Background: an optimization exercise with open tools, aiming at small area, a short achievable clock period and few clock cycles per item. Do not read the settings as production practice. In this exercise RTL edits were held to simulation tests only and were not proved equivalent to the original.

File: design/flow/config.mk
export PLATFORM = sky130hd
export DESIGN_NAME = angle_frame
export DESIGN_NICKNAME = angle_frame
export VERILOG_FILES = /design/flow/design.v
export SDC_FILE = /design/flow/constraint.sdc
export NUM_CORES = 8
export LEC_CHECK = 0
export CAP_MARGIN = 20
export CORE_MARGIN = 2
export CORE_UTILIZATION = 40
export SETUP_SLACK_MARGIN = 4.0
export SLEW_MARGIN = 20
export SYNTH_MEMORY_MAX_BITS = 65536
File: design/flow/run.sh
#!/bin/bash
# synth_recipe.tcl (not shown) runs the flow's synth.tcl, then flattens the netlist and writes it again
# the make line also repeats each setting of config.mk as NAME=value (left out here)
make -C /OpenROAD-flow-scripts/flow DESIGN_CONFIG=/design/flow/config.mk WORK_HOME=/design/flow/orfs CLKGATE_MAP_FILE= SYNTH_SCRIPT=/design/flow/synth_recipe.tcl finish
File: design/flow/constraint.sdc
create_clock -name core_clock -period 8.0 [get_ports {clk}]
set_input_delay 1.6000 -clock core_clock [delete_from_list [all_inputs] [get_ports {clk}]]
set_output_delay 1.6000 -clock core_clock [all_outputs]
set_load 0.01 [all_outputs]
File: design/flow/design.v
module atang(
	input             clk,
	input             load,       
	input      [11:0] x,
	input      [11:0] y,
	output     [31:0] z,
	output            done        
    );
	reg  [32:0] xr;              
	reg  [34:0] rr;              
	reg  [31:0] zr;
	reg  [31:1] t;               
	wire [30:0] oh = t[31:1] & ~{t[30:1], 1'b0};    
	reg         dn;              
	wire d = rr[34];             
	wire dx = ~dn;
	reg  [29:0] a;
	wire [29:0] anext = ({30{oh[0]}} & 30'h1C128E80) |
	                    ({30{oh[1]}} & 30'h0E400224) |
	                    ({30{oh[2]}} & 30'h0727154C) |
	                    ({30{oh[3]}} & 30'h03946F29) |
	                    ({30{oh[4]}} & 30'h01CA5435) |
	                    ({30{oh[5]}} & 30'h00E52D8D) |
	                    ({30{oh[6]}} & 30'h007296C6) |
	                    ({30{~t[7]}} & {1'b0, a[29:1]});
	wire [32:0] xmask;
	assign xmask[0] = 1'b0;
	assign xmask[1] = t[1];
	assign xmask[2] = t[2];
	assign xmask[3] = t[3];
	assign xmask[4] = t[4];
	assign xmask[5] = t[5];
	assign xmask[6] = t[6];
	assign xmask[7] = t[7];
	assign xmask[8] = t[8];
	assign xmask[9] = t[9];
	assign xmask[10] = t[10];
	assign xmask[11] = t[11];
	assign xmask[12] = t[12];
	assign xmask[13] = t[13];
	assign xmask[14] = t[14];
	assign xmask[15] = t[15];
	assign xmask[16] = t[16];
	assign xmask[17] = t[17];
	assign xmask[18] = t[18];
	assign xmask[19] = t[19];
	assign xmask[20] = t[20];
	assign xmask[21] = t[21];
	assign xmask[22] = t[22];
	assign xmask[23] = t[23];
	assign xmask[24] = t[24];
	assign xmask[25] = t[25];
	assign xmask[26] = t[26];
	assign xmask[27] = t[27];
	assign xmask[28] = t[28];
	assign xmask[29] = t[29];
	assign xmask[30] = t[30];
	assign xmask[32:31] = 2'b11;
	wire [32:0] xm = xr & xmask;
	wire [32:0] ysh;
	assign ysh[0] = (oh[0] & rr[1]) | (oh[1] & rr[3]) | (oh[2] & rr[5]) | (oh[3] & rr[7]) | (oh[4] & rr[9]) | (oh[5] & rr[11]) | (oh[6] & rr[13]) | (oh[7] & rr[15]) | (oh[8] & rr[17]) | (oh[9] & rr[19]) | (oh[10] & rr[21]) | (oh[11] & rr[23]) | (oh[12] & rr[25]) | (oh[13] & rr[27]) | (oh[14] & rr[29]) | (oh[15] & rr[31]) | (oh[16] & rr[33]) | (rr[34] & ~t[17]);
	assign ysh[1] = (oh[0] & rr[2]) | (oh[1] & rr[4]) | (oh[2] & rr[6]) | (oh[3] & rr[8]) | (oh[4] & rr[10]) | (oh[5] & rr[12]) | (oh[6] & rr[14]) | (oh[7] & rr[16]) | (oh[8] & rr[18]) | (oh[9] & rr[20]) | (oh[10] & rr[22]) | (oh[11] & rr[24]) | (oh[12] & rr[26]) | (oh[13] & rr[28]) | (oh[14] & rr[30]) | (oh[15] & rr[32]) | (rr[34] & ~t[16]);
	assign ysh[2] = (oh[0] & rr[3]) | (oh[1] & rr[5]) | (oh[2] & rr[7]) | (oh[3] & rr[9]) | (oh[4] & rr[11]) | (oh[5] & rr[13]) | (oh[6] & rr[15]) | (oh[7] & rr[17]) | (oh[8] & rr[19]) | (oh[9] & rr[21]) | (oh[10] & rr[23]) | (oh[11] & rr[25]) | (oh[12] & rr[27]) | (oh[13] & rr[29]) | (oh[14] & rr[31]) | (oh[15] & rr[33]) | (rr[34] & ~t[16]);
	assign ysh[3] = (oh[0] & rr[4]) | (oh[1] & rr[6]) | (oh[2] & rr[8]) | (oh[3] & rr[10]) | (oh[4] & rr[12]) | (oh[5] & rr[14]) | (oh[6] & rr[16]) | (oh[7] & rr[18]) | (oh[8] & rr[20]) | (oh[9] & rr[22]) | (oh[10] & rr[24]) | (oh[11] & rr[26]) | (oh[12] & rr[28]) | (oh[13] & rr[30]) | (oh[14] & rr[32]) | (rr[34] & ~t[15]);
	assign ysh[4] = (oh[0] & rr[5]) | (oh[1] & rr[7]) | (oh[2] & rr[9]) | (oh[3] & rr[11]) | (oh[4] & rr[13]) | (oh[5] & rr[15]) | (oh[6] & rr[17]) | (oh[7] & rr[19]) | (oh[8] & rr[21]) | (oh[9] & rr[23]) | (oh[10] & rr[25]) | (oh[11] & rr[27]) | (oh[12] & rr[29]) | (oh[13] & rr[31]) | (oh[14] & rr[33]) | (rr[34] & ~t[15]);
	assign ysh[5] = (oh[0] & rr[6]) | (oh[1] & rr[8]) | (oh[2] & rr[10]) | (oh[3] & rr[12]) | (oh[4] & rr[14]) | (oh[5] & rr[16]) | (oh[6] & rr[18]) | (oh[7] & rr[20]) | (oh[8] & rr[22]) | (oh[9] & rr[24]) | (oh[10] & rr[26]) | (oh[11] & rr[28]) | (oh[12] & rr[30]) | (oh[13] & rr[32]) | (rr[34] & ~t[14]);
	assign ysh[6] = (oh[0] & rr[7]) | (oh[1] & rr[9]) | (oh[2] & rr[11]) | (oh[3] & rr[13]) | (oh[4] & rr[15]) | (oh[5] & rr[17]) | (oh[6] & rr[19]) | (oh[7] & rr[21]) | (oh[8] & rr[23]) | (oh[9] & rr[25]) | (oh[10] & rr[27]) | (oh[11] & rr[29]) | (oh[12] & rr[31]) | (oh[13] & rr[33]) | (rr[34] & ~t[14]);
	assign ysh[7] = (oh[0] & rr[8]) | (oh[1] & rr[10]) | (oh[2] & rr[12]) | (oh[3] & rr[14]) | (oh[4] & rr[16]) | (oh[5] & rr[18]) | (oh[6] & rr[20]) | (oh[7] & rr[22]) | (oh[8] & rr[24]) | (oh[9] & rr[26]) | (oh[10] & rr[28]) | (oh[11] & rr[30]) | (oh[12] & rr[32]) | (rr[34] & ~t[13]);
	assign ysh[8] = (oh[0] & rr[9]) | (oh[1] & rr[11]) | (oh[2] & rr[13]) | (oh[3] & rr[15]) | (oh[4] & rr[17]) | (oh[5] & rr[19]) | (oh[6] & rr[21]) | (oh[7] & rr[23]) | (oh[8] & rr[25]) | (oh[9] & rr[27]) | (oh[10] & rr[29]) | (oh[11] & rr[31]) | (oh[12] & rr[33]) | (rr[34] & ~t[13]);
	assign ysh[9] = (oh[0] & rr[10]) | (oh[1] & rr[12]) | (oh[2] & rr[14]) | (oh[3] & rr[16]) | (oh[4] & rr[18]) | (oh[5] & rr[20]) | (oh[6] & rr[22]) | (oh[7] & rr[24]) | (oh[8] & rr[26]) | (oh[9] & rr[28]) | (oh[10] & rr[30]) | (oh[11] & rr[32]) | (rr[34] & ~t[12]);
	assign ysh[10] = (oh[0] & rr[11]) | (oh[1] & rr[13]) | (oh[2] & rr[15]) | (oh[3] & rr[17]) | (oh[4] & rr[19]) | (oh[5] & rr[21]) | (oh[6] & rr[23]) | (oh[7] & rr[25]) | (oh[8] & rr[27]) | (oh[9] & rr[29]) | (oh[10] & rr[31]) | (oh[11] & rr[33]) | (rr[34] & ~t[12]);
	assign ysh[11] = (oh[0] & rr[12]) | (oh[1] & rr[14]) | (oh[2] & rr[16]) | (oh[3] & rr[18]) | (oh[4] & rr[20]) | (oh[5] & rr[22]) | (oh[6] & rr[24]) | (oh[7] & rr[26]) | (oh[8] & rr[28]) | (oh[9] & rr[30]) | (oh[10] & rr[32]) | (rr[34] & ~t[11]);
	assign ysh[12] = (oh[0] & rr[13]) | (oh[1] & rr[15]) | (oh[2] & rr[17]) | (oh[3] & rr[19]) | (oh[4] & rr[21]) | (oh[5] & rr[23]) | (oh[6] & rr[25]) | (oh[7] & rr[27]) | (oh[8] & rr[29]) | (oh[9] & rr[31]) | (oh[10] & rr[33]) | (rr[34] & ~t[11]);
	assign ysh[13] = (oh[0] & rr[14]) | (oh[1] & rr[16]) | (oh[2] & rr[18]) | (oh[3] & rr[20]) | (oh[4] & rr[22]) | (oh[5] & rr[24]) | (oh[6] & rr[26]) | (oh[7] & rr[28]) | (oh[8] & rr[30]) | (oh[9] & rr[32]) | (rr[34] & ~t[10]);
	assign ysh[14] = (oh[0] & rr[15]) | (oh[1] & rr[17]) | (oh[2] & rr[19]) | (oh[3] & rr[21]) | (oh[4] & rr[23]) | (oh[5] & rr[25]) | (oh[6] & rr[27]) | (oh[7] & rr[29]) | (oh[8] & rr[31]) | (oh[9] & rr[33]) | (rr[34] & ~t[10]);
	assign ysh[15] = (oh[0] & rr[16]) | (oh[1] & rr[18]) | (oh[2] & rr[20]) | (oh[3] & rr[22]) | (oh[4] & rr[24]) | (oh[5] & rr[26]) | (oh[6] & rr[28]) | (oh[7] & rr[30]) | (oh[8] & rr[32]) | (rr[34] & ~t[9]);
	assign ysh[16] = (oh[0] & rr[17]) | (oh[1] & rr[19]) | (oh[2] & rr[21]) | (oh[3] & rr[23]) | (oh[4] & rr[25]) | (oh[5] & rr[27]) | (oh[6] & rr[29]) | (oh[7] & rr[31]) | (oh[8] & rr[33]) | (rr[34] & ~t[9]);
	assign ysh[17] = (oh[0] & rr[18]) | (oh[1] & rr[20]) | (oh[2] & rr[22]) | (oh[3] & rr[24]) | (oh[4] & rr[26]) | (oh[5] & rr[28]) | (oh[6] & rr[30]) | (oh[7] & rr[32]) | (rr[34] & ~t[8]);
	assign ysh[18] = (oh[0] & rr[19]) | (oh[1] & rr[21]) | (oh[2] & rr[23]) | (oh[3] & rr[25]) | (oh[4] & rr[27]) | (oh[5] & rr[29]) | (oh[6] & rr[31]) | (oh[7] & rr[33]) | (rr[34] & ~t[8]);
	assign ysh[19] = (oh[0] & rr[20]) | (oh[1] & rr[22]) | (oh[2] & rr[24]) | (oh[3] & rr[26]) | (oh[4] & rr[28]) | (oh[5] & rr[30]) | (oh[6] & rr[32]) | (rr[34] & ~t[7]);
	assign ysh[20] = (oh[0] & rr[21]) | (oh[1] & rr[23]) | (oh[2] & rr[25]) | (oh[3] & rr[27]) | (oh[4] & rr[29]) | (oh[5] & rr[31]) | (oh[6] & rr[33]) | (rr[34] & ~t[7]);
	assign ysh[21] = (oh[0] & rr[22]) | (oh[1] & rr[24]) | (oh[2] & rr[26]) | (oh[3] & rr[28]) | (oh[4] & rr[30]) | (oh[5] & rr[32]) | (rr[34] & ~t[6]);
	assign ysh[22] = (oh[0] & rr[23]) | (oh[1] & rr[25]) | (oh[2] & rr[27]) | (oh[3] & rr[29]) | (oh[4] & rr[31]) | (oh[5] & rr[33]) | (rr[34] & ~t[6]);
	assign ysh[23] = (oh[0] & rr[24]) | (oh[1] & rr[26]) | (oh[2] & rr[28]) | (oh[3] & rr[30]) | (oh[4] & rr[32]) | (rr[34] & ~t[5]);
	assign ysh[24] = (oh[0] & rr[25]) | (oh[1] & rr[27]) | (oh[2] & rr[29]) | (oh[3] & rr[31]) | (oh[4] & rr[33]) | (rr[34] & ~t[5]);
	assign ysh[25] = (oh[0] & rr[26]) | (oh[1] & rr[28]) | (oh[2] & rr[30]) | (oh[3] & rr[32]) | (rr[34] & ~t[4]);
	assign ysh[26] = (oh[0] & rr[27]) | (oh[1] & rr[29]) | (oh[2] & rr[31]) | (oh[3] & rr[33]) | (rr[34] & ~t[4]);
	assign ysh[27] = (oh[0] & rr[28]) | (oh[1] & rr[30]) | (oh[2] & rr[32]) | (rr[34] & ~t[3]);
	assign ysh[28] = (oh[0] & rr[29]) | (oh[1] & rr[31]) | (oh[2] & rr[33]) | (rr[34] & ~t[3]);
	assign ysh[29] = (oh[0] & rr[30]) | (oh[1] & rr[32]) | (rr[34] & ~t[2]);
	assign ysh[30] = (oh[0] & rr[31]) | (oh[1] & rr[33]) | (rr[34] & ~t[2]);
	assign ysh[31] = (oh[0] & rr[32]) | (rr[34] & ~t[1]);
	assign ysh[32] = (oh[0] & rr[33]) | (rr[34] & ~t[1]);
	wire [34:0] rnext;
	wire [32:0] xnext;
	wire [31:0] znext;
	add35 radd(.a({rr[33:0], 1'b0}), .b({2'b00, xm} ^ {35{~d}}), .ci(~d), .s(rnext));
	add33 xadd(.a(xr), .b(ysh ^ {33{dx}}), .ci(dx), .s(xnext));
	add32 zadd(.a(zr), .b({2'b00, a} ^ {32{dx}}), .ci(dx), .s(znext));
	wire [12:0] xy_sum, xy_dif;
	add13 sadd(.a({1'b0, x}), .b({1'b0, y}), .ci(1'b0), .s(xy_sum));
	add13 dadd(.a({1'b0, y}), .b(~{1'b0, x}), .ci(1'b1), .s(xy_dif));
	always @(posedge clk) begin
		t <= load ? 31'h7fffffff : {t[30:1], 1'b0};
		a <= load ? 30'h35214E63 : anext;
		dn <= load ? ~xy_dif[12] : ~rnext[34];
		if (load) begin
			xr <= {1'b0, xy_sum, 19'b0};
			rr <= {{3{xy_dif[12]}}, xy_dif, 19'b0};
			zr <= 32'h5A000000;
		end else begin
			xr <= xnext;
			rr <= rnext;
			zr <= znext;
		end
	end
	wire [14:0] zl = zr[14:0] ^ {15{dn}};
	assign done = ~|a[29:14] & (zl >= {a[13:0], 1'b0});
	assign z = zr;
endmodule
module add35(input [34:0] a, input [34:0] b, input ci, output [34:0] s);
	wire [34:0] p0 = a ^ b;
	wire [34:0] g0 = a & b;
	wire gc0 = g0[0] | (p0[0] & ci);
	wire gn1 = g0[1] | (p0[1] & gc0);
	wire gn2 = g0[3] | (p0[3] & g0[2]);
	wire pn2 = p0[3] & p0[2];
	wire gn3 = g0[5] | (p0[5] & g0[4]);
	wire pn3 = p0[5] & p0[4];
	wire gn4 = g0[7] | (p0[7] & g0[6]);
	wire pn4 = p0[7] & p0[6];
	wire gn5 = g0[9] | (p0[9] & g0[8]);
	wire pn5 = p0[9] & p0[8];
	wire gn6 = g0[11] | (p0[11] & g0[10]);
	wire pn6 = p0[11] & p0[10];
	wire gn7 = g0[13] | (p0[13] & g0[12]);
	wire pn7 = p0[13] & p0[12];
	wire gn8 = g0[15] | (p0[15] & g0[14]);
	wire pn8 = p0[15] & p0[14];
	wire gn9 = g0[17] | (p0[17] & g0[16]);
	wire pn9 = p0[17] & p0[16];
	wire gn10 = g0[19] | (p0[19] & g0[18]);
	wire pn10 = p0[19] & p0[18];
	wire gn11 = g0[21] | (p0[21] & g0[20]);
	wire pn11 = p0[21] & p0[20];
	wire gn12 = g0[23] | (p0[23] & g0[22]);
	wire pn12 = p0[23] & p0[22];
	wire gn13 = g0[25] | (p0[25] & g0[24]);
	wire pn13 = p0[25] & p0[24];
	wire gn14 = g0[27] | (p0[27] & g0[26]);
	wire pn14 = p0[27] & p0[26];
	wire gn15 = g0[29] | (p0[29] & g0[28]);
	wire pn15 = p0[29] & p0[28];
	wire gn16 = g0[31] | (p0[31] & g0[30]);
	wire pn16 = p0[31] & p0[30];
	wire gn17 = g0[33] | (p0[33] & g0[32]);
	wire pn17 = p0[33] & p0[32];
	wire gn18 = g0[2] | (p0[2] & gn1);
	wire gn19 = gn2 | (pn2 & gn1);
	wire gn20 = g0[6] | (p0[6] & gn3);
	wire pn20 = p0[6] & pn3;
	wire gn21 = gn4 | (pn4 & gn3);
	wire pn21 = pn4 & pn3;
	wire gn22 = g0[10] | (p0[10] & gn5);
	wire pn22 = p0[10] & pn5;
	wire gn23 = gn6 | (pn6 & gn5);
	wire pn23 = pn6 & pn5;
	wire gn24 = g0[14] | (p0[14] & gn7);
	wire pn24 = p0[14] & pn7;
	wire gn25 = gn8 | (pn8 & gn7);
	wire pn25 = pn8 & pn7;
	wire gn26 = g0[18] | (p0[18] & gn9);
	wire pn26 = p0[18] & pn9;
	wire gn27 = gn10 | (pn10 & gn9);
	wire pn27 = pn10 & pn9;
	wire gn28 = g0[22] | (p0[22] & gn11);
	wire pn28 = p0[22] & pn11;
	wire gn29 = gn12 | (pn12 & gn11);
	wire pn29 = pn12 & pn11;
	wire gn30 = g0[26] | (p0[26] & gn13);
	wire pn30 = p0[26] & pn13;
	wire gn31 = gn14 | (pn14 & gn13);
	wire pn31 = pn14 & pn13;
	wire gn32 = g0[30] | (p0[30] & gn15);
	wire pn32 = p0[30] & pn15;
	wire gn33 = gn16 | (pn16 & gn15);
	wire pn33 = pn16 & pn15;
	wire gn34 = g0[34] | (p0[34] & gn17);
	wire pn34 = p0[34] & pn17;
	wire gn35 = g0[4] | (p0[4] & gn19);
	wire gn36 = gn3 | (pn3 & gn19);
	wire gn37 = gn20 | (pn20 & gn19);
	wire gn38 = gn21 | (pn21 & gn19);
	wire gn39 = g0[12] | (p0[12] & gn23);
	wire pn39 = p0[12] & pn23;
	wire gn40 = gn7 | (pn7 & gn23);
	wire pn40 = pn7 & pn23;
	wire gn41 = gn24 | (pn24 & gn23);
	wire pn41 = pn24 & pn23;
	wire gn42 = gn25 | (pn25 & gn23);
	wire pn42 = pn25 & pn23;
	wire gn43 = g0[20] | (p0[20] & gn27);
	wire pn43 = p0[20] & pn27;
	wire gn44 = gn11 | (pn11 & gn27);
	wire pn44 = pn11 & pn27;
	wire gn45 = gn28 | (pn28 & gn27);
	wire pn45 = pn28 & pn27;
	wire gn46 = gn29 | (pn29 & gn27);
	wire pn46 = pn29 & pn27;
	wire gn47 = g0[28] | (p0[28] & gn31);
	wire pn47 = p0[28] & pn31;
	wire gn48 = gn15 | (pn15 & gn31);
	wire pn48 = pn15 & pn31;
	wire gn49 = gn32 | (pn32 & gn31);
	wire pn49 = pn32 & pn31;
	wire gn50 = gn33 | (pn33 & gn31);
	wire pn50 = pn33 & pn31;
	wire gn51 = g0[8] | (p0[8] & gn38);
	wire gn52 = gn5 | (pn5 & gn38);
	wire gn53 = gn22 | (pn22 & gn38);
	wire gn54 = gn23 | (pn23 & gn38);
	wire gn55 = gn39 | (pn39 & gn38);
	wire gn56 = gn40 | (pn40 & gn38);
	wire gn57 = gn41 | (pn41 & gn38);
	wire gn58 = gn42 | (pn42 & gn38);
	wire gn59 = g0[24] | (p0[24] & gn46);
	wire pn59 = p0[24] & pn46;
	wire gn60 = gn13 | (pn13 & gn46);
	wire pn60 = pn13 & pn46;
	wire gn61 = gn30 | (pn30 & gn46);
	wire pn61 = pn30 & pn46;
	wire gn62 = gn31 | (pn31 & gn46);
	wire pn62 = pn31 & pn46;
	wire gn63 = gn47 | (pn47 & gn46);
	wire pn63 = pn47 & pn46;
	wire gn64 = gn48 | (pn48 & gn46);
	wire pn64 = pn48 & pn46;
	wire gn65 = gn49 | (pn49 & gn46);
	wire pn65 = pn49 & pn46;
	wire gn66 = gn50 | (pn50 & gn46);
	wire pn66 = pn50 & pn46;
	wire gn67 = g0[16] | (p0[16] & gn58);
	wire gn68 = gn9 | (pn9 & gn58);
	wire gn69 = gn26 | (pn26 & gn58);
	wire gn70 = gn27 | (pn27 & gn58);
	wire gn71 = gn43 | (pn43 & gn58);
	wire gn72 = gn44 | (pn44 & gn58);
	wire gn73 = gn45 | (pn45 & gn58);
	wire gn74 = gn46 | (pn46 & gn58);
	wire gn75 = gn59 | (pn59 & gn58);
	wire gn76 = gn60 | (pn60 & gn58);
	wire gn77 = gn61 | (pn61 & gn58);
	wire gn78 = gn62 | (pn62 & gn58);
	wire gn79 = gn63 | (pn63 & gn58);
	wire gn80 = gn64 | (pn64 & gn58);
	wire gn81 = gn65 | (pn65 & gn58);
	wire gn82 = gn66 | (pn66 & gn58);
	wire gn83 = g0[32] | (p0[32] & gn82);
	wire gn84 = gn17 | (pn17 & gn82);
	wire gn85 = gn34 | (pn34 & gn82);
	wire [34:0] c;
	assign c[0] = ci;
	assign c[1] = gc0;
	assign c[2] = gn1;
	assign c[3] = gn18;
	assign c[4] = gn19;
	assign c[5] = gn35;
	assign c[6] = gn36;
	assign c[7] = gn37;
	assign c[8] = gn38;
	assign c[9] = gn51;
	assign c[10] = gn52;
	assign c[11] = gn53;
	assign c[12] = gn54;
	assign c[13] = gn55;
	assign c[14] = gn56;
	assign c[15] = gn57;
	assign c[16] = gn58;
	assign c[17] = gn67;
	assign c[18] = gn68;
	assign c[19] = gn69;
	assign c[20] = gn70;
	assign c[21] = gn71;
	assign c[22] = gn72;
	assign c[23] = gn73;
	assign c[24] = gn74;
	assign c[25] = gn75;
	assign c[26] = gn76;
	assign c[27] = gn77;
	assign c[28] = gn78;
	assign c[29] = gn79;
	assign c[30] = gn80;
	assign c[31] = gn81;
	assign c[32] = gn82;
	assign c[33] = gn83;
	assign c[34] = gn84;
	assign s = p0 ^ c;
endmodule
module add33(input [32:0] a, input [32:0] b, input ci, output [32:0] s);
	wire [32:0] p0 = a ^ b;
	wire [32:0] g0 = a & b;
	wire gc0 = g0[0] | (p0[0] & ci);
	wire gn1 = g0[1] | (p0[1] & gc0);
	wire gn2 = g0[3] | (p0[3] & g0[2]);
	wire pn2 = p0[3] & p0[2];
	wire gn3 = g0[5] | (p0[5] & g0[4]);
	wire pn3 = p0[5] & p0[4];
	wire gn4 = g0[7] | (p0[7] & g0[6]);
	wire pn4 = p0[7] & p0[6];
	wire gn5 = g0[9] | (p0[9] & g0[8]);
	wire pn5 = p0[9] & p0[8];
	wire gn6 = g0[11] | (p0[11] & g0[10]);
	wire pn6 = p0[11] & p0[10];
	wire gn7 = g0[13] | (p0[13] & g0[12]);
	wire pn7 = p0[13] & p0[12];
	wire gn8 = g0[15] | (p0[15] & g0[14]);
	wire pn8 = p0[15] & p0[14];
	wire gn9 = g0[17] | (p0[17] & g0[16]);
	wire pn9 = p0[17] & p0[16];
	wire gn10 = g0[19] | (p0[19] & g0[18]);
	wire pn10 = p0[19] & p0[18];
	wire gn11 = g0[21] | (p0[21] & g0[20]);
	wire pn11 = p0[21] & p0[20];
	wire gn12 = g0[23] | (p0[23] & g0[22]);
	wire pn12 = p0[23] & p0[22];
	wire gn13 = g0[25] | (p0[25] & g0[24]);
	wire pn13 = p0[25] & p0[24];
	wire gn14 = g0[27] | (p0[27] & g0[26]);
	wire pn14 = p0[27] & p0[26];
	wire gn15 = g0[29] | (p0[29] & g0[28]);
	wire pn15 = p0[29] & p0[28];
	wire gn16 = g0[31] | (p0[31] & g0[30]);
	wire pn16 = p0[31] & p0[30];
	wire gn17 = g0[2] | (p0[2] & gn1);
	wire gn18 = gn2 | (pn2 & gn1);
	wire gn19 = g0[6] | (p0[6] & gn3);
	wire pn19 = p0[6] & pn3;
	wire gn20 = gn4 | (pn4 & gn3);
	wire pn20 = pn4 & pn3;
	wire gn21 = g0[10] | (p0[10] & gn5);
	wire pn21 = p0[10] & pn5;
	wire gn22 = gn6 | (pn6 & gn5);
	wire pn22 = pn6 & pn5;
	wire gn23 = g0[14] | (p0[14] & gn7);
	wire pn23 = p0[14] & pn7;
	wire gn24 = gn8 | (pn8 & gn7);
	wire pn24 = pn8 & pn7;
	wire gn25 = g0[18] | (p0[18] & gn9);
	wire pn25 = p0[18] & pn9;
	wire gn26 = gn10 | (pn10 & gn9);
	wire pn26 = pn10 & pn9;
	wire gn27 = g0[22] | (p0[22] & gn11);
	wire pn27 = p0[22] & pn11;
	wire gn28 = gn12 | (pn12 & gn11);
	wire pn28 = pn12 & pn11;
	wire gn29 = g0[26] | (p0[26] & gn13);
	wire pn29 = p0[26] & pn13;
	wire gn30 = gn14 | (pn14 & gn13);
	wire pn30 = pn14 & pn13;
	wire gn31 = g0[30] | (p0[30] & gn15);
	wire pn31 = p0[30] & pn15;
	wire gn32 = gn16 | (pn16 & gn15);
	wire pn32 = pn16 & pn15;
	wire gn33 = g0[4] | (p0[4] & gn18);
	wire gn34 = gn3 | (pn3 & gn18);
	wire gn35 = gn19 | (pn19 & gn18);
	wire gn36 = gn20 | (pn20 & gn18);
	wire gn37 = g0[12] | (p0[12] & gn22);
	wire pn37 = p0[12] & pn22;
	wire gn38 = gn7 | (pn7 & gn22);
	wire pn38 = pn7 & pn22;
	wire gn39 = gn23 | (pn23 & gn22);
	wire pn39 = pn23 & pn22;
	wire gn40 = gn24 | (pn24 & gn22);
	wire pn40 = pn24 & pn22;
	wire gn41 = g0[20] | (p0[20] & gn26);
	wire pn41 = p0[20] & pn26;
	wire gn42 = gn11 | (pn11 & gn26);
	wire pn42 = pn11 & pn26;
	wire gn43 = gn27 | (pn27 & gn26);
	wire pn43 = pn27 & pn26;
	wire gn44 = gn28 | (pn28 & gn26);
	wire pn44 = pn28 & pn26;
	wire gn45 = g0[28] | (p0[28] & gn30);
	wire pn45 = p0[28] & pn30;
	wire gn46 = gn15 | (pn15 & gn30);
	wire pn46 = pn15 & pn30;
	wire gn47 = gn31 | (pn31 & gn30);
	wire pn47 = pn31 & pn30;
	wire gn48 = gn32 | (pn32 & gn30);
	wire pn48 = pn32 & pn30;
	wire gn49 = g0[8] | (p0[8] & gn36);
	wire gn50 = gn5 | (pn5 & gn36);
	wire gn51 = gn21 | (pn21 & gn36);
	wire gn52 = gn22 | (pn22 & gn36);
	wire gn53 = gn37 | (pn37 & gn36);
	wire gn54 = gn38 | (pn38 & gn36);
	wire gn55 = gn39 | (pn39 & gn36);
	wire gn56 = gn40 | (pn40 & gn36);
	wire gn57 = g0[24] | (p0[24] & gn44);
	wire pn57 = p0[24] & pn44;
	wire gn58 = gn13 | (pn13 & gn44);
	wire pn58 = pn13 & pn44;
	wire gn59 = gn29 | (pn29 & gn44);
	wire pn59 = pn29 & pn44;
	wire gn60 = gn30 | (pn30 & gn44);
	wire pn60 = pn30 & pn44;
	wire gn61 = gn45 | (pn45 & gn44);
	wire pn61 = pn45 & pn44;
	wire gn62 = gn46 | (pn46 & gn44);
	wire pn62 = pn46 & pn44;
	wire gn63 = gn47 | (pn47 & gn44);
	wire pn63 = pn47 & pn44;
	wire gn64 = gn48 | (pn48 & gn44);
	wire pn64 = pn48 & pn44;
	wire gn65 = g0[16] | (p0[16] & gn56);
	wire gn66 = gn9 | (pn9 & gn56);
	wire gn67 = gn25 | (pn25 & gn56);
	wire gn68 = gn26 | (pn26 & gn56);
	wire gn69 = gn41 | (pn41 & gn56);
	wire gn70 = gn42 | (pn42 & gn56);
	wire gn71 = gn43 | (pn43 & gn56);
	wire gn72 = gn44 | (pn44 & gn56);
	wire gn73 = gn57 | (pn57 & gn56);
	wire gn74 = gn58 | (pn58 & gn56);
	wire gn75 = gn59 | (pn59 & gn56);
	wire gn76 = gn60 | (pn60 & gn56);
	wire gn77 = gn61 | (pn61 & gn56);
	wire gn78 = gn62 | (pn62 & gn56);
	wire gn79 = gn63 | (pn63 & gn56);
	wire gn80 = gn64 | (pn64 & gn56);
	wire gn81 = g0[32] | (p0[32] & gn80);
	wire [32:0] c;
	assign c[0] = ci;
	assign c[1] = gc0;
	assign c[2] = gn1;
	assign c[3] = gn17;
	assign c[4] = gn18;
	assign c[5] = gn33;
	assign c[6] = gn34;
	assign c[7] = gn35;
	assign c[8] = gn36;
	assign c[9] = gn49;
	assign c[10] = gn50;
	assign c[11] = gn51;
	assign c[12] = gn52;
	assign c[13] = gn53;
	assign c[14] = gn54;
	assign c[15] = gn55;
	assign c[16] = gn56;
	assign c[17] = gn65;
	assign c[18] = gn66;
	assign c[19] = gn67;
	assign c[20] = gn68;
	assign c[21] = gn69;
	assign c[22] = gn70;
	assign c[23] = gn71;
	assign c[24] = gn72;
	assign c[25] = gn73;
	assign c[26] = gn74;
	assign c[27] = gn75;
	assign c[28] = gn76;
	assign c[29] = gn77;
	assign c[30] = gn78;
	assign c[31] = gn79;
	assign c[32] = gn80;
	assign s = p0 ^ c;
endmodule
module add32(input [31:0] a, input [31:0] b, input ci, output [31:0] s);
	wire [31:0] p0 = a ^ b;
	wire [31:0] g0 = a & b;
	wire gc0 = g0[0] | (p0[0] & ci);
	wire gn1 = g0[1] | (p0[1] & gc0);
	wire gn2 = g0[3] | (p0[3] & g0[2]);
	wire pn2 = p0[3] & p0[2];
	wire gn3 = g0[5] | (p0[5] & g0[4]);
	wire pn3 = p0[5] & p0[4];
	wire gn4 = g0[7] | (p0[7] & g0[6]);
	wire pn4 = p0[7] & p0[6];
	wire gn5 = g0[9] | (p0[9] & g0[8]);
	wire pn5 = p0[9] & p0[8];
	wire gn6 = g0[11] | (p0[11] & g0[10]);
	wire pn6 = p0[11] & p0[10];
	wire gn7 = g0[13] | (p0[13] & g0[12]);
	wire pn7 = p0[13] & p0[12];
	wire gn8 = g0[15] | (p0[15] & g0[14]);
	wire pn8 = p0[15] & p0[14];
	wire gn9 = g0[17] | (p0[17] & g0[16]);
	wire pn9 = p0[17] & p0[16];
	wire gn10 = g0[19] | (p0[19] & g0[18]);
	wire pn10 = p0[19] & p0[18];
	wire gn11 = g0[21] | (p0[21] & g0[20]);
	wire pn11 = p0[21] & p0[20];
	wire gn12 = g0[23] | (p0[23] & g0[22]);
	wire pn12 = p0[23] & p0[22];
	wire gn13 = g0[25] | (p0[25] & g0[24]);
	wire pn13 = p0[25] & p0[24];
	wire gn14 = g0[27] | (p0[27] & g0[26]);
	wire pn14 = p0[27] & p0[26];
	wire gn15 = g0[29] | (p0[29] & g0[28]);
	wire pn15 = p0[29] & p0[28];
	wire gn16 = g0[31] | (p0[31] & g0[30]);
	wire pn16 = p0[31] & p0[30];
	wire gn17 = g0[2] | (p0[2] & gn1);
	wire gn18 = gn2 | (pn2 & gn1);
	wire gn19 = g0[6] | (p0[6] & gn3);
	wire pn19 = p0[6] & pn3;
	wire gn20 = gn4 | (pn4 & gn3);
	wire pn20 = pn4 & pn3;
	wire gn21 = g0[10] | (p0[10] & gn5);
	wire pn21 = p0[10] & pn5;
	wire gn22 = gn6 | (pn6 & gn5);
	wire pn22 = pn6 & pn5;
	wire gn23 = g0[14] | (p0[14] & gn7);
	wire pn23 = p0[14] & pn7;
	wire gn24 = gn8 | (pn8 & gn7);
	wire pn24 = pn8 & pn7;
	wire gn25 = g0[18] | (p0[18] & gn9);
	wire pn25 = p0[18] & pn9;
	wire gn26 = gn10 | (pn10 & gn9);
	wire pn26 = pn10 & pn9;
	wire gn27 = g0[22] | (p0[22] & gn11);
	wire pn27 = p0[22] & pn11;
	wire gn28 = gn12 | (pn12 & gn11);
	wire pn28 = pn12 & pn11;
	wire gn29 = g0[26] | (p0[26] & gn13);
	wire pn29 = p0[26] & pn13;
	wire gn30 = gn14 | (pn14 & gn13);
	wire pn30 = pn14 & pn13;
	wire gn31 = g0[30] | (p0[30] & gn15);
	wire pn31 = p0[30] & pn15;
	wire gn32 = gn16 | (pn16 & gn15);
	wire pn32 = pn16 & pn15;
	wire gn33 = g0[4] | (p0[4] & gn18);
	wire gn34 = gn3 | (pn3 & gn18);
	wire gn35 = gn19 | (pn19 & gn18);
	wire gn36 = gn20 | (pn20 & gn18);
	wire gn37 = g0[12] | (p0[12] & gn22);
	wire pn37 = p0[12] & pn22;
	wire gn38 = gn7 | (pn7 & gn22);
	wire pn38 = pn7 & pn22;
	wire gn39 = gn23 | (pn23 & gn22);
	wire pn39 = pn23 & pn22;
	wire gn40 = gn24 | (pn24 & gn22);
	wire pn40 = pn24 & pn22;
	wire gn41 = g0[20] | (p0[20] & gn26);
	wire pn41 = p0[20] & pn26;
	wire gn42 = gn11 | (pn11 & gn26);
	wire pn42 = pn11 & pn26;
	wire gn43 = gn27 | (pn27 & gn26);
	wire pn43 = pn27 & pn26;
	wire gn44 = gn28 | (pn28 & gn26);
	wire pn44 = pn28 & pn26;
	wire gn45 = g0[28] | (p0[28] & gn30);
	wire pn45 = p0[28] & pn30;
	wire gn46 = gn15 | (pn15 & gn30);
	wire pn46 = pn15 & pn30;
	wire gn47 = gn31 | (pn31 & gn30);
	wire pn47 = pn31 & pn30;
	wire gn48 = gn32 | (pn32 & gn30);
	wire pn48 = pn32 & pn30;
	wire gn49 = g0[8] | (p0[8] & gn36);
	wire gn50 = gn5 | (pn5 & gn36);
	wire gn51 = gn21 | (pn21 & gn36);
	wire gn52 = gn22 | (pn22 & gn36);
	wire gn53 = gn37 | (pn37 & gn36);
	wire gn54 = gn38 | (pn38 & gn36);
	wire gn55 = gn39 | (pn39 & gn36);
	wire gn56 = gn40 | (pn40 & gn36);
	wire gn57 = g0[24] | (p0[24] & gn44);
	wire pn57 = p0[24] & pn44;
	wire gn58 = gn13 | (pn13 & gn44);
	wire pn58 = pn13 & pn44;
	wire gn59 = gn29 | (pn29 & gn44);
	wire pn59 = pn29 & pn44;
	wire gn60 = gn30 | (pn30 & gn44);
	wire pn60 = pn30 & pn44;
	wire gn61 = gn45 | (pn45 & gn44);
	wire pn61 = pn45 & pn44;
	wire gn62 = gn46 | (pn46 & gn44);
	wire pn62 = pn46 & pn44;
	wire gn63 = gn47 | (pn47 & gn44);
	wire pn63 = pn47 & pn44;
	wire gn64 = gn48 | (pn48 & gn44);
	wire pn64 = pn48 & pn44;
	wire gn65 = g0[16] | (p0[16] & gn56);
	wire gn66 = gn9 | (pn9 & gn56);
	wire gn67 = gn25 | (pn25 & gn56);
	wire gn68 = gn26 | (pn26 & gn56);
	wire gn69 = gn41 | (pn41 & gn56);
	wire gn70 = gn42 | (pn42 & gn56);
	wire gn71 = gn43 | (pn43 & gn56);
	wire gn72 = gn44 | (pn44 & gn56);
	wire gn73 = gn57 | (pn57 & gn56);
	wire gn74 = gn58 | (pn58 & gn56);
	wire gn75 = gn59 | (pn59 & gn56);
	wire gn76 = gn60 | (pn60 & gn56);
	wire gn77 = gn61 | (pn61 & gn56);
	wire gn78 = gn62 | (pn62 & gn56);
	wire gn79 = gn63 | (pn63 & gn56);
	wire gn80 = gn64 | (pn64 & gn56);
	wire [31:0] c;
	assign c[0] = ci;
	assign c[1] = gc0;
	assign c[2] = gn1;
	assign c[3] = gn17;
	assign c[4] = gn18;
	assign c[5] = gn33;
	assign c[6] = gn34;
	assign c[7] = gn35;
	assign c[8] = gn36;
	assign c[9] = gn49;
	assign c[10] = gn50;
	assign c[11] = gn51;
	assign c[12] = gn52;
	assign c[13] = gn53;
	assign c[14] = gn54;
	assign c[15] = gn55;
	assign c[16] = gn56;
	assign c[17] = gn65;
	assign c[18] = gn66;
	assign c[19] = gn67;
	assign c[20] = gn68;
	assign c[21] = gn69;
	assign c[22] = gn70;
	assign c[23] = gn71;
	assign c[24] = gn72;
	assign c[25] = gn73;
	assign c[26] = gn74;
	assign c[27] = gn75;
	assign c[28] = gn76;
	assign c[29] = gn77;
	assign c[30] = gn78;
	assign c[31] = gn79;
	assign s = p0 ^ c;
endmodule
module add13(input [12:0] a, input [12:0] b, input ci, output [12:0] s);
	wire [12:0] p0 = a ^ b;
	wire [12:0] g0 = a & b;
	wire gc0 = g0[0] | (p0[0] & ci);
	wire gn1 = g0[1] | (p0[1] & gc0);
	wire gn2 = g0[3] | (p0[3] & g0[2]);
	wire pn2 = p0[3] & p0[2];
	wire gn3 = g0[5] | (p0[5] & g0[4]);
	wire pn3 = p0[5] & p0[4];
	wire gn4 = g0[7] | (p0[7] & g0[6]);
	wire pn4 = p0[7] & p0[6];
	wire gn5 = g0[9] | (p0[9] & g0[8]);
	wire pn5 = p0[9] & p0[8];
	wire gn6 = g0[11] | (p0[11] & g0[10]);
	wire pn6 = p0[11] & p0[10];
	wire gn7 = g0[2] | (p0[2] & gn1);
	wire gn8 = gn2 | (pn2 & gn1);
	wire gn9 = g0[6] | (p0[6] & gn3);
	wire pn9 = p0[6] & pn3;
	wire gn10 = gn4 | (pn4 & gn3);
	wire pn10 = pn4 & pn3;
	wire gn11 = g0[10] | (p0[10] & gn5);
	wire pn11 = p0[10] & pn5;
	wire gn12 = gn6 | (pn6 & gn5);
	wire pn12 = pn6 & pn5;
	wire gn13 = g0[4] | (p0[4] & gn8);
	wire gn14 = gn3 | (pn3 & gn8);
	wire gn15 = gn9 | (pn9 & gn8);
	wire gn16 = gn10 | (pn10 & gn8);
	wire gn17 = g0[12] | (p0[12] & gn12);
	wire pn17 = p0[12] & pn12;
	wire gn18 = g0[8] | (p0[8] & gn16);
	wire gn19 = gn5 | (pn5 & gn16);
	wire gn20 = gn11 | (pn11 & gn16);
	wire gn21 = gn12 | (pn12 & gn16);
	wire gn22 = gn17 | (pn17 & gn16);
	wire [12:0] c;
	assign c[0] = ci;
	assign c[1] = gc0;
	assign c[2] = gn1;
	assign c[3] = gn7;
	assign c[4] = gn8;
	assign c[5] = gn13;
	assign c[6] = gn14;
	assign c[7] = gn15;
	assign c[8] = gn16;
	assign c[9] = gn18;
	assign c[10] = gn19;
	assign c[11] = gn20;
	assign c[12] = gn21;
	assign s = p0 ^ c;
endmodule
module conv_dec_ascii(
	input  [16:0] d_in,
	output [20:0] digits     
    );
	wire [6:0] i = d_in[16:10];
	wire [9:0] f = d_in[9:0];
	wire [13:0] m1 = {1'b0, f, 3'b0} + {3'b0, f, 1'b0};
	wire [13:0] m2 = {1'b0, m1[9:0], 3'b0} + {3'b0, m1[9:0], 1'b0};
	wire [13:0] m3 = {1'b0, m2[9:0], 3'b0} + {3'b0, m2[9:0], 1'b0};
	wire [3:0] qh = m1[13:10];
	wire [3:0] qt = m2[13:10];
	wire [3:0] qo = m3[13:10];
	reg [8:0] ti;     
	always @(*) begin
		case (i)
		7'd0: ti = 9'h000;
		7'd1: ti = 9'h001;
		7'd2: ti = 9'h002;
		7'd3: ti = 9'h003;
		7'd4: ti = 9'h004;
		7'd5: ti = 9'h005;
		7'd6: ti = 9'h006;
		7'd7: ti = 9'h007;
		7'd8: ti = 9'h008;
		7'd9: ti = 9'h009;
		7'd10: ti = 9'h010;
		7'd11: ti = 9'h011;
		7'd12: ti = 9'h012;
		7'd13: ti = 9'h013;
		7'd14: ti = 9'h014;
		7'd15: ti = 9'h015;
		7'd16: ti = 9'h016;
		7'd17: ti = 9'h017;
		7'd18: ti = 9'h018;
		7'd19: ti = 9'h019;
		7'd20: ti = 9'h020;
		7'd21: ti = 9'h021;
		7'd22: ti = 9'h022;
		7'd23: ti = 9'h023;
		7'd24: ti = 9'h024;
		7'd25: ti = 9'h025;
		7'd26: ti = 9'h026;
		7'd27: ti = 9'h027;
		7'd28: ti = 9'h028;
		7'd29: ti = 9'h029;
		7'd30: ti = 9'h030;
		7'd31: ti = 9'h031;
		7'd32: ti = 9'h032;
		7'd33: ti = 9'h033;
		7'd34: ti = 9'h034;
		7'd35: ti = 9'h035;
		7'd36: ti = 9'h036;
		7'd37: ti = 9'h037;
		7'd38: ti = 9'h038;
		7'd39: ti = 9'h039;
		7'd40: ti = 9'h040;
		7'd41: ti = 9'h041;
		7'd42: ti = 9'h042;
		7'd43: ti = 9'h043;
		7'd44: ti = 9'h044;
		7'd45: ti = 9'h045;
		7'd46: ti = 9'h046;
		7'd47: ti = 9'h047;
		7'd48: ti = 9'h048;
		7'd49: ti = 9'h049;
		7'd50: ti = 9'h050;
		7'd51: ti = 9'h051;
		7'd52: ti = 9'h052;
		7'd53: ti = 9'h053;
		7'd54: ti = 9'h054;
		7'd55: ti = 9'h055;
		7'd56: ti = 9'h056;
		7'd57: ti = 9'h057;
		7'd58: ti = 9'h058;
		7'd59: ti = 9'h059;
		7'd60: ti = 9'h060;
		7'd61: ti = 9'h061;
		7'd62: ti = 9'h062;
		7'd63: ti = 9'h063;
		7'd64: ti = 9'h064;
		7'd65: ti = 9'h065;
		7'd66: ti = 9'h066;
		7'd67: ti = 9'h067;
		7'd68: ti = 9'h068;
		7'd69: ti = 9'h069;
		7'd70: ti = 9'h070;
		7'd71: ti = 9'h071;
		7'd72: ti = 9'h072;
		7'd73: ti = 9'h073;
		7'd74: ti = 9'h074;
		7'd75: ti = 9'h075;
		7'd76: ti = 9'h076;
		7'd77: ti = 9'h077;
		7'd78: ti = 9'h078;
		7'd79: ti = 9'h079;
		7'd80: ti = 9'h080;
		7'd81: ti = 9'h081;
		7'd82: ti = 9'h082;
		7'd83: ti = 9'h083;
		7'd84: ti = 9'h084;
		7'd85: ti = 9'h085;
		7'd86: ti = 9'h086;
		7'd87: ti = 9'h087;
		7'd88: ti = 9'h088;
		7'd89: ti = 9'h089;
		7'd90: ti = 9'h090;
		7'd91: ti = 9'h091;
		7'd92: ti = 9'h092;
		7'd93: ti = 9'h093;
		7'd94: ti = 9'h094;
		7'd95: ti = 9'h095;
		7'd96: ti = 9'h096;
		7'd97: ti = 9'h097;
		7'd98: ti = 9'h098;
		7'd99: ti = 9'h099;
		7'd100: ti = 9'h100;
		7'd101: ti = 9'h101;
		7'd102: ti = 9'h102;
		7'd103: ti = 9'h103;
		7'd104: ti = 9'h104;
		7'd105: ti = 9'h105;
		7'd106: ti = 9'h106;
		7'd107: ti = 9'h107;
		7'd108: ti = 9'h108;
		7'd109: ti = 9'h109;
		7'd110: ti = 9'h110;
		7'd111: ti = 9'h111;
		7'd112: ti = 9'h112;
		7'd113: ti = 9'h113;
		7'd114: ti = 9'h114;
		7'd115: ti = 9'h115;
		7'd116: ti = 9'h116;
		7'd117: ti = 9'h117;
		7'd118: ti = 9'h118;
		7'd119: ti = 9'h119;
		7'd120: ti = 9'h120;
		7'd121: ti = 9'h121;
		7'd122: ti = 9'h122;
		7'd123: ti = 9'h123;
		7'd124: ti = 9'h124;
		7'd125: ti = 9'h125;
		7'd126: ti = 9'h126;
		7'd127: ti = 9'h127;
		default: ti = 9'h0;
		endcase
	end
	assign digits = {ti, qh, qt, qo};
endmodule
module CRC(
	input  [20:0] digits,    
	output [7:0]  crc
    );
	function [7:0] crc8;
		input [47:0] m;
		integer k;
		reg [7:0] c;
		reg fb;
		begin
			c = 8'h80;
			for (k = 47; k >= 0; k = k - 1) begin
				fb = c[7] ^ m[k];
				c = {c[6:0], 1'b0} ^ (fb ? 8'h31 : 8'h00);
			end
			crc8 = c;
		end
	endfunction
	wire [47:0] text = {7'b0011000, digits[20], 4'h3, digits[19:16], 4'h3, digits[15:12],
	                    4'h3, digits[11:8], 4'h3, digits[7:4], 4'h3, digits[3:0]};
	assign crc = crc8(text);
endmodule
module angle_frame(
	input clk,
	input rst,
	input start,
	input [11:0] x,
	input [11:0] y,
	output [55:0] frame,
	output frame_valid
    );
	reg        busy;
	reg        valid;
	reg  [20:0] dig;
	wire [31:0] z;
	wire [20:0] dig_next;
	wire [7:0]  crc;
	wire        done;
	atang Arctg_alg(.clk(clk), .load(start), .x(x), .y(y), .z(z), .done(done));
	conv_dec_ascii Conversie(.d_in(z[31:15]), .digits(dig_next));
	CRC crc8(.digits(dig), .crc(crc));
	wire last = done;
	always @(posedge clk) begin
		dig <= dig_next;
		if (rst) begin
			busy  <= 1'b0;
			valid <= 1'b0;
		end else begin
			busy  <= start | (busy & ~last);
			valid <= busy & last;
		end
	end
	assign frame = {7'b0011000, dig[20], 4'h3, dig[19:16], 4'h3, dig[15:12],
	                4'h3, dig[11:8], 4'h3, dig[7:4], 4'h3, dig[3:0], crc};
	assign frame_valid = valid;
endmodule
==> qor.csv, run 1 <==
metric,value,unit
grt.busiest_layer,met2,
layout_commonest_cell,xnor2_1,
start_kind,flop,
path_delay_family,XOR/XNOR gates,
antennaDiodeCount,0,
ctsHoldBuffers,0,
avgSynthCellArea,8.50,sq um
ant_nets,0,
crit_arrival,2680,ps
synth_top_flop_cell,dfxtp_1,
grt_pass1_wl,63300,um
cts_buffers,17,
cp_max_fo,3,
ys_ff_latch,183,
antenna_found_initial,0,
synth_compound_area_share,21.5,%
row_count,70,
async_reset_ff_share,0,%
cts-root-buf,clkbuf_16,
die_h,196,um
gp_congestion,0.921,
drt_pass1_iterations,9,
place_area,15600,sq um
area.growth.synth_to_final,16.2,%
crit_path_end_kind,output pin,
wire_per_inst,17.4,um
fin_crit,4280,ps
fin_nets,1977,
setup_viol,0,
drv_cap,0,
grt_max_degree,91,
cts_sinks,183,
worstPathCellList,"xor2_4, xnor2_1, xor2_1, buf_4, xnor2_2, xnor2_2, buf_4, xnor2_4, xnor2_2, xnor2_1, buf_2",
crit_slowest_cell,dfxtp_4,
nFillCells,3507,
synth-edff-count,0,
hold_violations,0,
yosys-mux-area-fraction,1.19,%
fp.coreArea,36400,sq um
via_count,12653,
grt_pass1_vias,12424,
yosysWarnings,4,
wl,39300,um
dp_hpwl,27200,um
crit_type,flop to output pin,
syn_area,14700,sq um
fp.dieW,196,um
syn_inst,1733,
portBuffers,56,
required,6400,ps
clock_path_buffers,2,
finalMaxSlewViolations,0,
die_area,38400,sq um
drive_gt1_share,12.9,%
grt_overflow_total,0,
yosysUniqueCellTypes,75,
use_met1,25.8,%
via_per_inst,5.61,
stdcell_area,17100,sq um
layout_common_cells,"xnor2_1, dfxtp_1, ha_1",
cts_tree,done,
met2_usage,34.3,%
cts_htree_levels,4,
drt_iter0_drc,1039,
tightest_slew,1030,ps
fin_crit_sh,53.6,%
skew,16.7,ps
globalRouteMet3Util,3.78,%
hp-class,flop to flop,
crit_buf_inv,3,
drc,0,
clock_latency,460,ps
synthAdderAreaFrac,16.2,%
fmax,233,MHz
synth-simple-area-share,13.8,%
grt_use_total,20.2,%
clk_pin_slew,80,ps
cpPeakStageDelay,380,ps
outcome,"complete, no violations",
finalSetupTns,0,ps
ios,84,
grt_setup_unrepaired,yes,
synth_top_family_by_area,compound AO/OA/AOI/OAI gates,
worst_path_most_repeated_cell,xnor2_2,
relSlewSlack,31.4,%
initial_core_util,40.5,%
yosysSeqAreaShare,24.9,%
synth-xor-area-share,16.0,%
-- logic make-up (layout without fill, tap and decap cells) --
kind of cell / count (synthesis) / in the layout
adder cells (fa/ha/maj): 176 / 176
XOR/XNOR: 267 / 267
flip-flops: 183 / 183
other: 2 / 27
AND/OR/NAND/NOR: 426 / 426
buffers and inverters: 226 / 255
AO/OA/AOI/OAI: 438 / 438
multiplexers: 15 / 15
-- metal layers --
metal	vias up	wire length, um
met5	-	0
met4	0	1060
met3	91	2350
met2	433	18700
met1	5979	17200
li1	6150	-
-- flip-flops by register name, indices dropped and copies added (netlist names) --
name	count
Arctg_alg.t	30
Arctg_alg.xr	33
dig	21
Arctg_alg.rr	34
Arctg_alg.dn	1
Arctg_alg.a	30
busy	1
valid	1
Arctg_alg.zr	32
-- synthesized netlist by cell type, types with 4 or more instances --
cell type	number	share of area [%]
a211oi_1	11	0.56
a21o_1	38	1.9
a21oi_1	104	3.5
a221o_1	8	0.54
a221oi_1	43	2.6
a222oi_1	21	1.4
a22o_1	20	1.2
a22oi_1	39	2.0
a311oi_1	4	0.24
a31oi_1	11	0.47
and3_1	17	0.72
and4_1	4	0.24
buf_1	17	0.43
buf_4	27	1.4
clkbuf_1	79	2.0
dfxtp_1	183	25
fa_1	25	3.4
ha_1	151	13
inv_1	101	2.6
mux2i_1	13	0.88
nand2_1	99	2.5
nand2b_1	18	0.76
nand3_1	26	0.88
nand4_1	16	0.68
nor2_1	144	3.7
nor2b_1	28	1.2
nor3_1	26	0.88
nor3b_1	5	0.25
nor4_1	7	0.30
o211ai_1	11	0.56
o21a_1	15	0.76
o21ai_0	57	1.9
o21bai_1	13	0.66
or2_2	24	1.0
xnor2_1	186	11
xor2_1	78	4.6
-- area by class of cell --
cell class	instances	area, sq um	share of cell area (%)
flip-flops and latches	183	3700	21.6
clock buffers	17	425	2.48
multi-input cells	1349	10700	62.5
inverters	102	389	2.27
well taps	468	586	3.42
clock inverters	15	209	1.22
repair buffers	120	1110	6.49
repair inverters	1	5.00	0.0292
-- per-stage QoR --
step | setup slack, ps | std cells | util [%] | hold slack [ps]
after floorplan | 4030 | 1758 | - | 334
after global placement | 3100 | 2180 | 42.8 | 383
after detailed placement | 3080 | 2180 | 42.8 | 376
after CTS | 3800 | 2228 | 45.8 | 386
after global routing | 3570 | 2255 | 47.0 | 380
final | 3720 | 2255 | 47.0 | 383
-- path summary, 6_finish.rpt --
check                                                 start                           to  slack, ps  cells past startpoint
worst min-delay path            Arctg_alg.zr[25]$_SDFF_PP1_              dig[12]$_DFF_P_        380                      0
worst max-delay path                        dig[13]$_DFF_P_                     frame[6]       3720                     11
worst max register to register    Arctg_alg.t[8]$_SDFF_PP1_  Arctg_alg.xr[17]$_SDFF_PP0_       4180                     18
worst min register to register  Arctg_alg.zr[25]$_SDFF_PP1_              dig[12]$_DFF_P_        380                      0
-- timing repair --
| action | CTS | global route |
|---|---|---|
| buffers inserted | 14 | 26 |
| endpoints found under the setup margin | 60 | 42 |
| pin swaps | 22 | 37 |
| resized for setup | 97 | 57 |
| gates cloned | 2 | 1 |
Testbench counts, summed over its fixed seeds: cycles 159,356, frames 8,000.
==> run 2, diff against run 1 <==
==> design/flow/flow/run.sh (new file) <==
#!/bin/bash
# Layout flow: the standard synthesis, then the combinational logic
# (everything but the flip-flops, which keep their names and cells) is
# re-mapped by ABC with an area-recovering script; then the standard
# layout from the netlist, with sky130_fd_sc_hd__buf_4 port buffers.
# Every tool's output goes to a log file in this folder.
set -euo pipefail
bash standard.sh synth > flow_synth.log 2>&1
R=orfs/results/sky130hd/angle_frame/base
cp $R/1_2_yosys.v $R/1_2_yosys_standard.v
LIB=$FLOW_HOME/platforms/sky130hd/lib/sky130_fd_sc_hd__tt_025C_1v80.lib
sed -e "s#@IN@#$R/1_2_yosys_standard.v#" -e "s#@OUT@#$R/1_2_yosys.v#" \
    -e "s#@LIB@#$LIB#g" -e "s#@ABC@#flow/resynth.abc#" flow/resynth.ys > resynth.ys
yosys -l yosys_resynth.log -q resynth.ys > /dev/null 2>&1
bash standard.sh BUFFER_PORTS_ARGS="-buffer_cell sky130_fd_sc_hd__buf_4" finish > flow_finish.log 2>&1
==> design/flow/flow/resynth.abc (new file) <==
strash
dch
map -B 0.2
topo
stime -c
upsize -c
dnsize -c
==> design/flow/flow/resynth.ys (new file) <==
read_liberty -overwrite -ignore_miss_func @LIB@
read_verilog -overwrite @IN@
hierarchy -top angle_frame
setattr -mod -set keep_hierarchy 1 sky130_fd_sc_hd__df*
flatten
opt_clean
abc -script @ABC@ -liberty @LIB@ -dont_use sky130_fd_sc_hd__lpflow_bleeder_1 -dont_use sky130_fd_sc_hd__lpflow_clkbufkapwr_1 -dont_use sky130_fd_sc_hd__lpflow_clkbufkapwr_16 -dont_use sky130_fd_sc_hd__lpflow_clkbufkapwr_2 -dont_use sky130_fd_sc_hd__lpflow_clkbufkapwr_4 -dont_use sky130_fd_sc_hd__lpflow_clkbufkapwr_8 -dont_use sky130_fd_sc_hd__lpflow_clkinvkapwr_1 -dont_use sky130_fd_sc_hd__lpflow_clkinvkapwr_16 -dont_use sky130_fd_sc_hd__lpflow_clkinvkapwr_2 -dont_use sky130_fd_sc_hd__lpflow_clkinvkapwr_4 -dont_use sky130_fd_sc_hd__lpflow_clkinvkapwr_8 -dont_use sky130_fd_sc_hd__lpflow_decapkapwr_12 -dont_use sky130_fd_sc_hd__lpflow_decapkapwr_3 -dont_use sky130_fd_sc_hd__lpflow_decapkapwr_4 -dont_use sky130_fd_sc_hd__lpflow_decapkapwr_6 -dont_use sky130_fd_sc_hd__lpflow_decapkapwr_8 -dont_use sky130_fd_sc_hd__lpflow_inputiso0n_1 -dont_use sky130_fd_sc_hd__lpflow_inputiso0p_1 -dont_use sky130_fd_sc_hd__lpflow_inputiso1n_1 -dont_use sky130_fd_sc_hd__lpflow_inputiso1p_1 -dont_use sky130_fd_sc_hd__lpflow_inputisolatch_1 -dont_use sky130_fd_sc_hd__lpflow_isobufsrc_1 -dont_use sky130_fd_sc_hd__lpflow_isobufsrc_16 -dont_use sky130_fd_sc_hd__lpflow_isobufsrc_2 -dont_use sky130_fd_sc_hd__lpflow_isobufsrc_4 -dont_use sky130_fd_sc_hd__lpflow_isobufsrc_8 -dont_use sky130_fd_sc_hd__lpflow_isobufsrckapwr_16 -dont_use sky130_fd_sc_hd__lpflow_lsbuf_lh_hl_isowell_tap_1 -dont_use sky130_fd_sc_hd__lpflow_lsbuf_lh_hl_isowell_tap_2 -dont_use sky130_fd_sc_hd__lpflow_lsbuf_lh_hl_isowell_tap_4 -dont_use sky130_fd_sc_hd__lpflow_lsbuf_lh_isowell_4 -dont_use sky130_fd_sc_hd__lpflow_lsbuf_lh_isowell_tap_1 -dont_use sky130_fd_sc_hd__lpflow_lsbuf_lh_isowell_tap_2 -dont_use sky130_fd_sc_hd__lpflow_lsbuf_lh_isowell_tap_4 -dont_use sky130_fd_sc_hd__probe_p_8 -dont_use sky130_fd_sc_hd__probec_p_8 
opt_clean -purge
hilomap -singleton -hicell sky130_fd_sc_hd__conb_1 HI -locell sky130_fd_sc_hd__conb_1 LO
setundef -zero
splitnets
opt_clean -purge
stat -liberty @LIB@
delete =sky130_fd_sc_hd__*
write_verilog -noattr -noexpr -nohex -nodec @OUT@
==> design/flow/standard.sh (new file) <==
#!/bin/bash
# synth_recipe.tcl (not shown) runs the flow's synth.tcl, then flattens the netlist and writes it again
# the make line also repeats each setting of config.mk as NAME=value (left out here)
make -C /OpenROAD-flow-scripts/flow DESIGN_CONFIG=/design/flow/config.mk WORK_HOME=/design/flow/orfs CLKGATE_MAP_FILE= SYNTH_SCRIPT=/design/flow/synth_recipe.tcl "${@:-finish}"
removed: design/flow/run.sh
==> qor.csv, run 2 <==
metric,value,unit,change
outcome,"complete, no violations",,
layout_common_cells,"nand2_1, nor2_1, clkinv_1",,
antenna_found_initial,0,,unchanged
cts_buffers,17,,unchanged
reg_top3,"Arctg_alg.rr: 34 flops, Arctg_alg.xr: 33 flops, Arctg_alg.zr: 32 flops",,
largest_register_ffs,34,,unchanged
row_count,71,,+1.4%
crit_arrival,2520,ps,-160 ps
layout_commonest_cell,nand2_1,,
setup_viol,0,,unchanged
via_count,16719,,+32%
clk_pin_slew,70,ps,about the same
tightest_slew,1020,ps,-7.94 ps
cts_tree,done,,
ant_nets,0,,unchanged
cts_htree_levels,4,,unchanged
required,6400,ps,about the same
multi_input_area,10900,sq um,+1.5%
grt_max_degree,110,,+21%
grt_use_total,25.4,%,+5.1 points
ios,84,,unchanged
grt_overflow_total,0,,unchanged
drv_cap,0,,unchanged
wire_per_inst,16.9,um,-3.2%
avgSynthCellArea,6.40,sq um,-25%
grt_setup_unrepaired,yes,,
wl_met1,22100,um,+29%
clock_latency,460,ps,about the same
ctsHoldBuffers,0,,unchanged
syn_area,15400,sq um,+4.6%
antennaDiodeCount,0,,unchanged
crit_type,flop to output pin,,
cts_sinks,183,,unchanged
start_kind,flop,,
drt_iter0_drc,1484,,+43%
whs,362,ps,-20.9 ps
grt_pass1_wl,82300,um,+30%
die_area,40100,sq um,+4.5%
relSlewSlack,32.0,%,+0.53 points
met3WireLength,3690,um,+57%
hold_violations,0,,unchanged
fp.coreArea,37800,sq um,+3.9%
finalMaxSlewViolations,0,,unchanged
pre_cts_ws,4120,ps,+1040 ps
cp_max_fo,3,,unchanged
fin_crit,4120,ps,-160 ps
fmax,243,MHz,+3.9%
met2_wirelength,24000,um,+28%
initial_core_util,40.7,%,+0.27 points
finalSetupTns,0,ps,unchanged
via_per_inst,5.49,,-2.2%
die_h,200,um,+2.2%
portBuffers,56,,unchanged
syn_inst,2408,,+39%
fin_crit_sh,51.5,%,-2.0 points
clock_path_buffers,2,,unchanged
worst_slack,3880,ps,+161 ps
wl,51400,um,+31%
drt_pass1_iterations,5,,-4
grt_pass1_vias,15788,,+27%
drive_gt1_share,12.3,%,-0.67 points
hp-class,flop to flop,,
drc,0,,unchanged
crit_path_end_kind,output pin,,
seq_area,3680,sq um,-0.54%
fin_nets,2552,,+29%
fp.dieW,200,um,+2.2%
top_register,Arctg_alg.rr,,
cts-root-buf,clkbuf_16,,
yosysWarnings,4,,unchanged
gp_congestion,0.958,,+4.0%
dp_hpwl,37300,um,+37%
area.growth.synth_to_final,13.5,%,
skew,14.2,ps,-2.54 ps
top_layer,met4,,
nFillCells,3981,,+14%
[run 2: area by class of cell]
class	instances	area share (%)
Tap cell	511	3.66
Clock buffer	21	2.64
Timing Repair Buffer	73	3.31
Clock inverter	10	0.479
Inverter	286	6.75
Multi-Input combinational cell	1964	62.1
Sequential cell	183	21.0
[run 2: critical path: stages, from the launching register on]
cell     delay [ps]
dfxtp_4         370
inv_2            40
or2_4           230
nand2_4          80
buf_6           110
xor2_4          170
xnor3_2         420
buf_4           180
xor2_4          180
xor2_1          150
buf_4           140
[run 2: worst paths after layout]
path | endpoint | start | depth (start not counted) | slack [ps]
worst max-delay path | frame[0] | dig[17]$_DFF_P_ | 10 | 3880
worst min-delay path | dig[12]$_DFF_P_ | Arctg_alg.zr[25]$_SDFF_PP1_ | 0 | 360
worst max register to register | Arctg_alg.xr[27]$_DFF_P_ | Arctg_alg.t[7]$_SDFF_PP1_ | 15 | 4300
worst min register to register | dig[12]$_DFF_P_ | Arctg_alg.zr[25]$_SDFF_PP1_ | 0 | 360
[run 2: per-stage QoR]
| step | instance area [sq um] | util (%) | std cells |
|---|---|---|---|
| 6_report | 17500 | 46.2 | 3048 |
| 3_5_place_dp | 16600 | 43.9 | 3004 |
| 5_1_grt | 17500 | 46.2 | 3048 |
| 2_1_floorplan | 15500 | - | 2433 |
| 4_1_cts | 17300 | 45.7 | 3043 |
| 3_3_place_gp | 16600 | 43.9 | 3004 |
[run 2: timing repair]
action                     in CTS  in global routing
resized for setup              19                 19
setup endpoints to repair       5                 17
pin swaps                       9                 11
buffers inserted                8                  5
[run 2: metal layers]
layer,track usage (%),vias up
li1,-,8332
met1,32.4,7676
met2,42.8,595
met3,4.39,116
met4,9.18,0
met5,0,-

-- port drivers added, routing unchanged --
The flow's constraints put no driver on any port. The routed layouts listed below were extracted and timed again, unchanged, in two steps. Step 1 sets driving cells, clkbuf_16 on the clock port and buf_2 on the other inputs (assumed; they add their load-dependent delay and slew). Step 2 adds t to the input delays and takes it off the output delays; t is the mean of the earliest and latest rising clock arrival at the registers after step 1. Input paths then give back, and output paths get back, about the clock's delay inside the block. Slacks: no drivers / after step 1 / after step 2; pairs: no drivers / after step 1.
| run | t, ns | slack for setup (ns) | hold slack, ns | pins driven straight from the clock port |
|---|---|---|---|---|
| run 1 | 0.496 | 3.716 / 3.668 / 3.670 | 0.383 / 0.383 / 0.383 | 1 |
| run 2 | 0.506 | 3.876 / 3.820 / 4.216 | 0.362 / 0.362 / 0.362 | 1 |
After both steps every run listed still meets setup and hold. For run 1, which loses most, drivers alone change the setup slack by -0.048 ns; drivers and shift together by -0.046 ns.
